What follows belongs to an exercise in optimizing a design on an open flow for a short achievable clock period and few clock cycles; a production flow would make more cautious choices. In this exercise RTL edits were held to simulation tests only and were not proved equivalent to the original. Power figures rest on the tool's default switching activity, not on a simulated workload.

==> design/flow/design.v <==
module processor(
    input clk,
    input rst,
    output [31:0] imem_addr,
    input [31:0] imem_rdata,
    output [31:0] dmem_addr,
    output [31:0] dmem_wdata,
    output dmem_we,
    input [31:0] dmem_rdata,
    output rf_we,
    output [4:0] rf_waddr,
    output [31:0] rf_wdata
);
    integer k;
    reg [31:0] pcF;
    reg [15:0] biF;             
    reg [15:0] btb_v;
    reg [25:0] btb_tag [0:15];
    reg [29:0] btb_tgt [0:15];
    reg [1:0]  btb_ctr [0:15];
    reg [15:0] btb_short;       
    reg        upd_v;
    reg [3:0]  upd_idx;
    reg [25:0] upd_tag;
    reg [29:0] upd_tgt;
    reg [1:0]  upd_ctr;
    reg        upd_short;
    reg        validD;
    reg [31:0] instrD;
    reg [31:0] oh1D, oh2D;
    reg [31:0] pcD;
    reg        predD, hitD;
    reg [1:0]  ctrD;
    reg [31:0] opA, opB, addrE, sdE;
    reg        fA, fB;
    reg        weE, stE, brE, jalE, jalrE, redirE;
    reg        brLtE, brInvE, brUpdE, shortE, noRedir;
    reg        o_add, o_sub, o_and, o_or, o_xor, o_slt, o_sltu, o_passB, o_link, o_ld;
    reg [4:0]  rdE;
    reg [31:0] pc4E, altE;
    reg [29:0] tgtE;
    reg [29:0] pcE;
    reg        predE, hitE;
    reg [1:0]  ctrE;
    reg [31:0] ResW;
    reg        weW;
    reg [4:0]  rdW;
    reg [31:0] rf [1:31];
    wire [31:0] A = fA ? ResW : opA;
    wire [31:0] B = fB ? ResW : opB;
    wire [31:0] sum  = A + B;
    wire [31:0] diff = A - B;
    wire eq   = (A == B);
    wire lt31 = A[30:0] < B[30:0];
    wire ltS  = (A[31] ^ B[31]) ? A[31] : lt31;
    wire ltU  = (A[31] ^ B[31]) ? B[31] : lt31;
    wire [31:0] resE =
          ({32{o_add}}   & sum)
        | ({32{o_sub}}   & diff)
        | ({32{o_and}}   & (A & B))
        | ({32{o_or}}    & (A | B))
        | ({32{o_xor}}   & (A ^ B))
        | ({32{o_slt}}   & {31'b0, ltS})
        | ({32{o_sltu}}  & {31'b0, ltU})
        | ({32{o_passB}} & B)
        | ({32{o_link}}  & pc4E)
        | ({32{o_ld}}    & dmem_rdata);
    wire condE = brLtE ? ltS : eq;
    wire mispE = brE & (condE ^ brInvE);
    wire mispRedir = mispE & ~(noRedir & ~predD);
    reg         hitF;
    reg [1:0]   ctrF;
    reg         shortF;
    reg [29:0]  tgtF;
    always @(*) begin
        hitF = 1'b0;
        ctrF = 2'b00;
        shortF = 1'b0;
        tgtF = 30'd0;
        for (k = 0; k < 16; k = k + 1) begin
            hitF   = hitF   | (biF[k] & btb_v[k] & (btb_tag[k] == pcF[31:6]));
            ctrF   = ctrF   | ({2{biF[k]}} & btb_ctr[k]);
            shortF = shortF | (biF[k] & btb_short[k]);
            tgtF   = tgtF   | ({30{biF[k]}} & btb_tgt[k]);
        end
    end
    wire        predF  = hitF & ctrF[1] & (~shortF | ctrF[0]);
    wire [31:0] pc4F   = pcF + 32'd4;
    wire [31:0] predPC = predF ? {tgtF, 2'b00} : pc4F;
    assign imem_addr = pcF;
    wire [6:0] opc = instrD[6:0];
    wire [2:0] f3  = instrD[14:12];
    wire [4:0] rs1 = instrD[19:15];
    wire [4:0] rs2 = instrD[24:20];
    wire [4:0] rd  = instrD[11:7];
    wire isR    = opc[6:2] == 5'b01100;
    wire isI    = opc[6:2] == 5'b00100;
    wire isLd   = opc[6:2] == 5'b00000;
    wire isSt   = opc[6:2] == 5'b01000;
    wire isBr   = opc[6:2] == 5'b11000;
    wire isJal  = opc[6:2] == 5'b11011;
    wire isJalr = opc[6:2] == 5'b11001;
    wire isLui  = opc[6:2] == 5'b01101;
    wire regW  = isR | isI | isLd | isJal | isJalr | isLui;
    wire weD   = regW & (rd != 5'd0);
    wire use1  = isR | isI | isBr;             
    wire use2  = isR | isBr;                   
    wire mem   = isLd | isSt | isJalr;         
    wire [31:0] immI = {{20{instrD[31]}}, instrD[31:20]};
    wire [31:0] immS = {{20{instrD[31]}}, instrD[31:25], instrD[11:7]};
    wire [31:0] immB = {{20{instrD[31]}}, instrD[7], instrD[30:25], instrD[11:8], 1'b0};
    wire [31:0] immJ = {{12{instrD[31]}}, instrD[19:12], instrD[20], instrD[30:21], 1'b0};
    wire [31:0] immU = {instrD[31:12], 12'b0};
    wire [31:0] immD = isLui ? immU : immI;
    wire [31:0] immA = isSt ? immS : immI;     
    wire [31:0] tgtD = pcD + (isJal ? immJ : immB);
    wire [31:0] pc4D = pcD + 32'd4;
    reg  [31:0] rf1, rf2;
    always @(*) begin
        rf1 = 32'd0;
        rf2 = 32'd0;
        for (k = 1; k < 32; k = k + 1) begin
            rf1 = rf1 | ({32{oh1D[k]}} & rf[k]);
            rf2 = rf2 | ({32{oh2D[k]}} & rf[k]);
        end
    end
    wire byp1 = weW && rdW == rs1;
    wire byp2 = weW && rdW == rs2;
    wire [31:0] r1 = byp1 ? ResW : rf1;
    wire [31:0] r2 = byp2 ? ResW : rf2;
    wire m1E = weE && rdE == rs1;
    wire m2E = weE && rdE == rs2;
    wire off0 = immA == 32'd0;
    wire agi  = validD & mem & m1E & ~off0;
    wire [31:0] addrRF  = rf1 + immA;
    wire [31:0] addrW   = ResW + immA;
    wire [31:0] addrE_d = ({32{m1E}}          & resE)
                        | ({32{~m1E & byp1}}  & addrW)
                        | ({32{~m1E & ~byp1}} & addrRF);
    wire aluRI = isR | isI;
    wire subR  = isR & instrD[30];
    wire d_add  = aluRI & f3 == 3'b000 & ~subR;
    wire d_sub  = aluRI & f3 == 3'b000 & subR;
    wire d_slt  = aluRI & f3 == 3'b010;
    wire d_sltu = aluRI & f3 == 3'b011;
    wire d_xor  = aluRI & f3 == 3'b100;
    wire d_or   = aluRI & f3 == 3'b110;
    wire d_and  = aluRI & f3 == 3'b111;
    wire jalNoPred = isJal & ~predD;
    wire predNonBr = predD & ~isJal & ~isBr;
    wire goE = validD & ~agi & ~redirE & ~mispE;
    wire [31:0] redirS = jalrE ? {addrE[31:1], 1'b0} : altE;
    wire [31:0] earlyPC = redirE ? redirS : (agi ? pcF : predPC);
    wire [31:0] nextPC  = mispRedir ? altE : earlyPC;
    always @(posedge clk or posedge rst) begin
        if (rst) begin
            pcF    <= 32'd0;
            biF    <= 16'd1;
            btb_v  <= 16'd0;
            upd_v  <= 1'b0;
            validD <= 1'b0;
            weE <= 1'b0; stE <= 1'b0; brE <= 1'b0;
            jalE <= 1'b0; jalrE <= 1'b0; redirE <= 1'b0; brUpdE <= 1'b0;
            weW <= 1'b0;
            for (k = 1; k < 32; k = k + 1)
                rf[k] <= 32'd0;
        end else begin
            pcF <= nextPC;
            biF <= mispRedir ? (16'd1 << altE[5:2]) : (16'd1 << earlyPC[5:2]);
            if (upd_v)
                btb_v[upd_idx] <= 1'b1;
            upd_v <= brUpdE & (hitE | condE ^ brInvE ^ predE) | (jalE & ~hitE);
            if (redirE | mispRedir)
                validD <= 1'b0;
            else if (!agi)
                validD <= 1'b1;
            weE    <= goE & weD;
            stE    <= goE & isSt;
            brE    <= goE & isBr;
            jalE   <= goE & isJal;
            jalrE  <= goE & isJalr;
            redirE <= goE & (isJalr | jalNoPred | predNonBr);
            brUpdE <= goE & (isBr | isJal);
            weW <= weE;
            if (weW)
                rf[rdW] <= ResW;
        end
    end
    always @(posedge clk) begin
        if (upd_v) begin
            btb_tag[upd_idx] <= upd_tag;
            btb_tgt[upd_idx] <= upd_tgt;
            btb_ctr[upd_idx] <= upd_ctr;
            btb_short[upd_idx] <= upd_short;
        end
        upd_idx <= pcE[3:0];
        upd_tag <= pcE[29:4];
        upd_tgt <= tgtE;
        upd_short <= shortE;
        if (jalE)
            upd_ctr <= hitE ? ((ctrE == 2'b11) ? 2'b11 : ctrE + 2'b01) : 2'b11;
        else if (condE ^ brInvE ^ predE)
            upd_ctr <= hitE ? ((ctrE == 2'b11) ? 2'b11 : ctrE + 2'b01) : 2'b11;
        else
            upd_ctr <= (ctrE == 2'b00) ? 2'b00 : ctrE - 2'b01;
        if (!agi) begin
            instrD <= imem_rdata;
            oh1D   <= 32'd1 << imem_rdata[19:15];
            oh2D   <= 32'd1 << imem_rdata[24:20];
            pcD    <= pcF;
            predD  <= predF;
            hitD   <= hitF;
            ctrD   <= ctrF;
        end
        opA   <= r1;
        opB   <= use2 ? r2 : immD;
        addrE <= addrE_d;
        sdE   <= m2E ? resE : r2;
        fA    <= use1 & m1E;
        fB    <= use2 & m2E;
        o_add   <= d_add;
        o_sub   <= d_sub;
        o_and   <= d_and;
        o_or    <= d_or;
        o_xor   <= d_xor;
        o_slt   <= d_slt;
        o_sltu  <= d_sltu;
        o_passB <= isLui;
        o_link  <= isJal | isJalr;
        o_ld    <= isLd;
        brLtE  <= f3[2];
        brInvE <= f3[0] ^ predD;
        shortE  <= isBr & (immB == 32'd8);
        noRedir <= isBr & (immB == 32'd8) & ~predD;
        rdE    <= rd;
        pc4E   <= pc4D;
        altE   <= ((isBr | isJal) & ~predD) ? tgtD : pc4D;
        tgtE   <= tgtD[31:2];
        pcE    <= pcD[31:2];
        predE  <= predD;
        hitE   <= hitD;
        ctrE   <= ctrD;
        ResW <= resE;
        rdW  <= rdE;
    end
    assign dmem_addr  = addrE;
    assign dmem_wdata = sdE;
    assign dmem_we    = stE;
    assign rf_we      = weW;
    assign rf_waddr   = rdW;
    assign rf_wdata   = ResW;
endmodule
==> design/flow/flow/run.sh <==
#!/bin/bash
# The standard layout (standard.sh), made with two different settings:
#  - ADDER_MAP_FILE is empty, so synthesis leaves the adders to abc instead of
#    mapping them to full- and half-adder cells first (the registers, their
#    names and cell types are the same as in the standard synthesis);
#  - timing repair aims for MARGIN ns of setup slack at the design's clock
#    period (the SDC is the design's, unchanged).
# make's output goes to standard_make.log; ORFS's per-step logs are under orfs/logs.
set -euo pipefail
MARGIN=7.5
bash standard.sh ADDER_MAP_FILE= SETUP_SLACK_MARGIN=$MARGIN finish > standard_make.log 2>&1
==> design/flow/standard.sh <==
#!/bin/bash
# synth_recipe.tcl (not shown) runs the flow's synth.tcl, then flattens the netlist and writes it again
# the make line also repeats each setting of config.mk as NAME=value (left out here)
make -C /OpenROAD-flow-scripts/flow DESIGN_CONFIG=/design/flow/config.mk WORK_HOME=/design/flow/orfs CLKGATE_MAP_FILE= SYNTH_SCRIPT=/design/flow/synth_recipe.tcl "${@:-finish}"
==> design/flow/config.mk <==
export PLATFORM = sky130hd
export DESIGN_NAME = processor
export DESIGN_NICKNAME = processor
export VERILOG_FILES = /design/flow/design.v
export SDC_FILE = /design/flow/constraint.sdc
export NUM_CORES = 4
export LEC_CHECK = 0
export ABC_CLOCK_PERIOD_IN_PS = 500
export CAP_MARGIN = 20
export CORE_MARGIN = 2
export CORE_UTILIZATION = 40
export PLACE_DENSITY = 0.6
export SLEW_MARGIN = 20
==> design/flow/constraint.sdc <==
create_clock -name core_clock -period 11.0 [get_ports {clk}]
set_input_delay 2.2000 -clock core_clock [delete_from_list [all_inputs] [get_ports {clk}]]
set_output_delay 2.2000 -clock core_clock [all_outputs]
set_load 0.01 [all_outputs]
==> run summary <==
The routed wire length is 536000 µm. The portion of the post-synthesis area used by sequential elements came out at 0.582. The remaining global-route overflow came out at 0.

The worst-path maximum fanout is 18. Of the total power, combinational logic draws 0.214. The setup slack of the worst register-to-register path came out at 6.67 ns.

The type of the setup path with the least slack is register to register. Data on the critical path is required at its endpoint by 11.77 ns. The share of async-settable or async-resettable flops after synthesis came out at 0.424. In the final layout, the share of cells above drive strength 1 is 0.286. The number of nets in the final layout came out at 10.4k.

In this run the static leakage power is 55.9 nW. Using the TritonRoute via totals, the vias-per-cell ratio works out to 6.79. The synthesis-stage register bit count came out at 2514. After clock tree synthesis, the clock-pin slew on the worst setup and hold paths is 0.07 ns. Hold is met by 0.322 ns.

The count of nets left with antenna violations once routing finished came out at 0. The number of antenna violations at the first check in global routing came out at 52. The power density relative to cell area came out at 193 nW/µm². The first global-routing pass estimated 726000 µm of wire. The final non-filler cell area is 142000 µm². The tool flagged a number of max-cap violations equal to 0. The overall global routing resource usage came out at 0.358. The floorplan has 196 rows. The switching power total came out at 8.74 mW.

STA classifies the critical path endpoint as a register. Clock tree synthesis found a total of 2514 sinks. The sequential cell area is 66800 µm².

The internal power is 18.7 mW. The area overhead of the layout relative to synthesis came out at 24.7%. The clock skew after layout is 0.0499 ns.

The pin count of the biggest net entering global routing is 165. The footprint of the multi-input gates came out at 47300 µm². Dividing the synthesized area by the synthesized cell count gives 11.8 µm². The most common library cell in the layout ignoring fill and taps is edfxtp_1. The worst setup path is launched from a register. The total number of yosys warnings came out at 2. The number of slew-limit violations in the final report was 0. The placed standard-cell area is 120000 µm².

The post-placement setup slack is 4.85 ns. The number of buffers added by the clock tree synthesis step came out at 278. The die area is 290000 µm².

The detailed-routed wire length on met2 came out at 222000 µm. The smallest clock period supported by the final layout is computed as 4.33 ns. The number of global-route vias before repair is 91.6k. The I/O pin count is 201. Setup repair after global routing could not meet its margin everywhere. The number of levels in the clock H-tree is 5.

The final setup violation count is 0. The post-detailed-placement half-perimeter wirelength is 281000 µm. The maximum count of clock buffers along a single path came out at 4.

The number of failing hold endpoints at the final stage came to 0. The clock share of power is 0.345. TritonCTS built the clock tree.

After routing, the total negative slack on setup checks comes to 0 ns. The library cell used as clock root buffer is clkbuf_16. The die boundary height came out at 538 µm. The number of synthesized flops with an enable pin came out at 1072. The number of fillers in the final layout came out at 24.5k. Synthesis produced a netlist with a net count of 9741. In the layout the commonest cells are 1072 x edfxtp_1, 1021 x dfrtp_1, 754 x mux2_2, 648 x a22oi_1, 636 x nand2_1. The relative contribution of sequential cells to total power is 0.441.

Of the total power, the share spent switching nets is 0.318. The normalized max-slew margin came out at 0.103. Clock latency on the worst-skew pair, taken at its later pin, is 0.95 ns. The fraction of the cycle the final worst path needs came out at 0.394. After synthesis, the netlist uses 95 different library cells. The gate count of the mapped netlist came out at 9675. The largest vdd supply drop is 0.135 mV.

The overall die width is 538 µm. The worst path arrival time is 5.10 ns. The met3 routed wirelength came out at 78900 µm. The run finished with no timing, DRC or antenna violations.

The worst hold path belongs to the class register to register. Routed signal wires occupy layers up through met5. During placement, the flow inserted port buffers numbering 198. The count of routing violations after the opening detailed-route iteration is 18.1k. The final worst slack is 6.67 ns. The number of remaining DRC errors is 0. The first TritonRoute pass finished after 12 iterations. The total standard cell area after synthesis is 114000 µm². After detailed routing, the average wire length per cell comes to 37.5 µm.

The routability congestion estimate from global placement came out at 0.926. The highest clock rate came out at 231 MHz. The length of routed wiring on met1 came out at 183000 µm.

The final total power is 27.4 mW. The total via count after detailed routing came out at 97.2k. The flip-flop cell with the highest count after synthesis is edfxtp_1. The core footprint came out at 284000 µm².

For the pin with the worst max-slew slack, the measured transition is 1.35 ns. The initial utilization of the core area, before any placement, comes to 0.401.
critical path, stage by stage, from the launching register on:
cell	delay (ns)
dfxtp_4	0.36
buf_12	0.13
clkinv_2	0.09
buf_12	0.12
nor2_1	0.05
buf_6	0.18
or4_4	0.56
a221o_1	0.36
a31oi_2	0.26
o21ai_4	0.12
a311o_2	0.50
a211o_4	0.34
a31o_4	0.29
nand2b_4	0.09
inv_4	0.04
a211o_4	0.37
a21boi_4	0.16
nor2b_1	0.15
metrics by stage:
step	cells	utilization
after CTS	14200	0.491
after global placement	13100	0.423
final	14300	0.500
after floorplan	9675	-
after detailed placement	13100	0.423
after global routing	14300	0.500
registers in the layout, summed over array words and instances (netlist names), 16 cells and up:
name / cells
biF: 16
btb_tag: 416
pc4E: 31
btb_ctr: 32
upd_tag: 26
sdE: 32
pcD: 32
ResW: 32
altE: 32
btb_tgt: 480
pcF: 32
addrE: 32
btb_v: 16
opA: 32
oh2D: 31
pcE: 30
opB: 32
tgtE: 30
upd_tgt: 30
btb_short: 16
instrD: 30
rf: 992
oh1D: 31
cells by family (layout without fill, tap and decap cells):
logic type | after synthesis | after routing | share of synthesized area
AOI/OAI and AO/OA | 2510 | 2513 | 0.156
muxes | 851 | 851 | 0.0830
DFF | 2514 | 2514 | 0.582
xor gates and xnor gates | 695 | 695 | 0.0533
adders and majority gates | 56 | 56 | 0.00492
and+or+nand+nor | 2138 | 2139 | 0.0895
other | 0 | 29 | 0
buffers and inverters | 911 | 1758 | 0.0311
final timing paths:
check	from	endpoint	depth (start not counted)
setup / recovery	fB	biF[11]	17
hold / removal	tgtE[7]	upd_tgt[7]	0
setup reg to reg	fB	biF[11]	17
hold reg to reg	tgtE[7]	upd_tgt[7]	0
max in group asynchronous	rst	rf[28][29]	5
min in group asynchronous	rst	rf[12][9]	3
timing repair:
action / CTS / global route
setup endpoints to repair: 1329 / 958
cloned: 95 / 3
pin swaps: 140 / 149
resized for setup: 1665 / 299
setup buffers: 474 / 125
hold buffers: 0 / 0
routing by layer:
metal,global-route usage,vias up
li1,-,37900
met5,0.00921,-
met2,0.516,8577
met4,0.263,50
met1,0.430,48000
met3,0.144,2617
area by class of cell:
type / count / area share
Timing Repair inverter: 12 / 0.000422
Timing Repair Buffer: 1156 / 0.0963
Sequential cell: 2514 / 0.470
Tap cell: 3762 / 0.0331
Clock buffer: 366 / 0.0559
Inverter: 91 / 0.00308
Clock inverter: 133 / 0.00822
Antenna cell: 29 / 0.000510
Multi-Input combinational cell: 6254 / 0.333
power by group through the flow:
| stage | clock network, mW | registers, mW | logic [mW] |
|---|---|---|---|
| after global routing | 9.83 | 12.1 | 6.04 |
| after floorplan | 0 | 11.6 | 2.59 |
| after global placement | 0 | 12.2 | 4.18 |
| final | 9.47 | 12.1 | 5.86 |
| after CTS | 9.44 | 12.1 | 5.57 |
| after detailed placement | 0 | 12.2 | 4.22 |
cell usage after synthesis (36+ instances only):
cell type	count	area (µm²)
clkbuf_1	675	2530
and3_1	60	375
mux2i_1	86	861
nor3_1	131	656
a22oi_1	665	4990
dfxtp_1	376	7530
nand2b_1	53	332
or2_2	37	231
maj3_1	55	551
nand3_1	218	1090
a222oi_1	80	801
dfrtp_1	1065	26700
mux2_2	765	8610
or4_1	36	270
nand4_1	194	1210
o22ai_1	64	400
a31oi_1	40	250
edfxtp_1	1072	32200
xnor2_1	245	2150
nor2b_1	39	244
inv_1	87	327
nand2_1	659	2470
nor4_1	119	744
a22o_1	275	2410
o21ai_0	566	2830
a21oi_1	259	1300
nor2_1	499	1870
a221oi_1	295	2580
xor2_1	450	3940
buf_1	114	428
Testbench counts, summed over its fixed seeds: cycles 41,240.

[what the ideal ports hide]
In the flow no input, the clock included, has a driving cell. The finished layout below was timed again as built, in two steps. Step 1 (the two cells are an assumption about what drives the block):
set clk [get_ports {clk}]
set_driving_cell -lib_cell sky130_fd_sc_hd__clkbuf_16 $clk
set_driving_cell -lib_cell sky130_fd_sc_hd__buf_2 [delete_from_list [all_inputs] $clk]
Step 2 adds t to the input delays and takes it off the output delays; t is the mean of the earliest and latest rising clock arrival at the registers after step 1. Input paths then give back, and output paths get back, about the clock's delay inside the block. a / b / c = ideal ports / drivers / drivers and shift; a / b = the first two.
shift t [ns]: 1.014
setup slack, ns: 6.669 / 6.669 / 6.602
hold slack, ns: 0.322 / 0.322 / 0.322
latest minus earliest clock arrival (ns): 0.052 / 0.051
cell pins on the clock port's net: 1
After both steps this run still meets setup and hold. For this run, drivers alone change the setup slack by 0.000 ns; drivers and shift together by -0.067 ns.
